From an optimization exercise on the open Yosys and OpenROAD flow, aimed at small area; shortcuts taken in it are not production practice. No driver is modelled on the clock port, so clocking that relies on it looks cheaper here than on a real chip.

Design multiplier, start of the top module:
module multiplier(
  input wire clk,
  input wire rst_n,
  input wire [15:0] a,
  input wire [15:0] b,
  output reg [31:0] res);
  wire w1;
  wire w2;
  wire w3;
  wire w4;
  wire w5;
  wire w6;
  wire w7;
  wire w8;
  wire w9;
  wire w10;
  wire w11;
  wire w12;
  wire w13;
  wire w14;
  wire w15;
  wire w16;
  wire w17;
  wire w18;
  wire w19;
  wire w20;
  wire w21;
  wire w22;
  wire w23;
  wire w24;
  wire w25;
  wire w26;
  wire w27;
  wire w28;
  wire w29;
  wire w30;
  wire w31;
  wire w32;
  wire w33;
  wire w34;
  wire w35;
  wire w36;
  wire w37;
  wire w38;
  wire w39;
  wire w40;
  wire w41;
  wire w42;
  wire w43;
  wire w44;
  wire w45;
  wire w46;
  wire w47;
  wire w48;
  wire w49;
  wire w50;
  wire w51;
  wire w52;
  wire w53;
  wire w54;
  wire w55;
  wire w56;
  wire w57;
  wire w58;
  wire w59;
  wire w60;
  wire w61;
  wire w62;
  wire w63;
  wire w64;
  wire w65;
  wire w66;
  wire w67;
  wire w68;
  wire w69;
  wire w70;
  wire w71;
  wire w72;
  wire w73;
  wire w74;
  wire w75;
  wire w76;
  wire w77;
  wire w78;
  wire w79;
  wire w80;
  wire w81;
  wire w82;
  wire w83;
  wire w84;
  wire w85;
  wire w86;
  wire w87;
  wire w88;
  wire w89;
  wire w90;
  wire w91;
  wire w92;
  wire w93;
  wire w94;
  wire w95;
  wire w96;
  wire w97;
  wire w98;
  wire w99;
  wire w100;
  wire w101;
  wire w102;
  wire w103;
  wire w104;
  wire w105;
  wire w106;
  wire w107;
  wire w108;
  wire w109;
  wire w110;
  wire w111;
  wire w112;
  wire w113;
  wire w114;
  wire w115;
  wire w116;
  wire w117;
  wire w118;
  wire w119;
  wire w120;
  wire w121;
  wire w122;
  wire w123;
  wire w124;
  wire w125;
  wire w126;
  wire w127;
  wire w128;
  wire w129;
  wire w130;
  wire w131;
  wire w132;
  wire w133;
  wire w134;
  wire w135;
  wire w136;
  wire w137;
  wire w138;
  wire w139;
  wire w140;
  wire w141;
  wire w142;
  wire w143;
  wire w144;
  wire w145;
  wire w146;
  wire w147;
  wire w148;
  wire w149;
  wire w150;
  wire w151;
  wire w152;
  wire w153;
  wire w154;
  wire w155;
  wire w156;
  wire w157;
  wire w158;
  wire w159;
  wire w160;
  wire w161;
  wire w162;
  wire w163;
  wire w164;
  wire w165;
  wire w166;
  wire w167;
  wire w168;
  wire w169;
  ...
For scale: roughly 66 I/O pins.
clock: 7.5 ns
lec_check: 0
cap_margin: 10
cell_pad_in_sites_detail_placement: 1
cell_pad_in_sites_global_placement: 1
core_margin: 2
core_utilization: 65
gpl_timing_driven: 0
slew_margin: 10
synth_hierarchical: 1
synth_minimum_keep_size: 0
standard.sh (not shown) runs the stock make flow with config.mk's settings and CLKGATE_MAP_FILE= SYNTH_SCRIPT=/design/flow/synth_recipe.tcl, a recipe that flattens the netlist after the stock synthesis.
==> flow/flow/run.sh <==
#!/bin/bash
# Own layout flow: the standard flow (standard.sh), with
#  - port buffers of the smallest buffer cell (buf_1) instead of the default choice,
#  - the a21oi/o21ai cells that synthesis upsized put back to size 1 before floorplanning
#    (the resizer upsizes again wherever timing needs it),
#  - clock tree synthesis with small clock buffers and no dummy loads.
set -euo pipefail
here=$(pwd)
export BUFFER_PORTS_ARGS="-buffer_cell sky130_fd_sc_hd__buf_1"
export PRE_FLOORPLAN_TCL="$here/flow/pre_floorplan.tcl"
export CTS_ARGS="-sink_clustering_enable -repair_clock_nets -dont_use_dummy_load -buf_list sky130_fd_sc_hd__clkbuf_4 -root_buf sky130_fd_sc_hd__clkbuf_4 -sink_clustering_size 8 -sink_clustering_max_diameter 60"
bash standard.sh > "$here/standard_flow.log" 2>&1
==> flow/flow/pre_floorplan.tcl <==
# Put cells that synthesis upsized back to their smallest size; the resizer upsizes
# again where timing or slew needs it.
set db [ord::get_db]
set swaps {
  sky130_fd_sc_hd__a21oi_2 sky130_fd_sc_hd__a21oi_1
  sky130_fd_sc_hd__o21ai_2 sky130_fd_sc_hd__o21ai_1
  sky130_fd_sc_hd__nor2b_2 sky130_fd_sc_hd__nor2b_1
  sky130_fd_sc_hd__nor2b_4 sky130_fd_sc_hd__nor2b_1
  sky130_fd_sc_hd__a22oi_2 sky130_fd_sc_hd__a22oi_1
  sky130_fd_sc_hd__a222oi_2 sky130_fd_sc_hd__a222oi_1
}
set n 0
foreach inst [[ord::get_db_block] getInsts] {
  set m [[$inst getMaster] getName]
  if {[dict exists $swaps $m]} {
    $inst swapMaster [$db findMaster [dict get $swaps $m]]
    incr n
  }
}
puts "pre_floorplan: downsized $n cells"
The starting point ended with an error in clock tree synthesis.
Rerun with:
==> flow/flow/run.sh (replaced) <==
#!/bin/bash
# Own layout flow: the standard flow (standard.sh), with
#  - port buffers of the smallest buffer cell (buf_1) instead of the default choice,
#  - the cells that synthesis upsized put back to size 1 before floorplanning
#    (the resizer upsizes again wherever timing needs it),
#  - clock tree synthesis with small clock buffers and no dummy loads,
#  - a free site on each side of a222oi cells in detailed placement (pin access).
set -euo pipefail
here=$(pwd)
export BUFFER_PORTS_ARGS="-buffer_cell sky130_fd_sc_hd__buf_1"
export PRE_FLOORPLAN_TCL="$here/flow/pre_floorplan.tcl"
export PRE_DETAIL_PLACE_TCL="$here/flow/pad.tcl"
export PRE_CTS_TCL="$here/flow/pad.tcl"
export PRE_GLOBAL_ROUTE_TCL="$here/flow/pad.tcl"
export CTS_ARGS="-sink_clustering_enable -repair_clock_nets -dont_use_dummy_load -buf_list sky130_fd_sc_hd__clkbuf_4 -root_buf sky130_fd_sc_hd__clkbuf_4 -sink_clustering_size 8 -sink_clustering_max_diameter 60"
bash standard.sh > "$here/standard_flow.log" 2>&1
==> flow/flow/pad.tcl (new file) <==
# Keep a free site on each side of the six-input a222oi cells in detailed placement:
# their input pins sit in one dense row and need room for the router to reach them.
set_placement_padding -masters [get_lib_cells sky130_fd_sc_hd__a222oi_1] -left 1 -right 1
--- a/flow/config.mk
+++ b/flow/config.mk
@@ -7,8 +7,6 @@
 export LEC_CHECK = 0
 export CAP_MARGIN = 10
-export CELL_PAD_IN_SITES_DETAIL_PLACEMENT = 1
-export CELL_PAD_IN_SITES_GLOBAL_PLACEMENT = 1
 export CORE_MARGIN = 2
-export CORE_UTILIZATION = 65
+export CORE_UTILIZATION = 55
 export GPL_TIMING_DRIVEN = 0
 export SLEW_MARGIN = 10
Effect:
- The new run stopped in detailed placement
- synthesized cell count does not change
No functional check of the RTL was part of any run of this note.
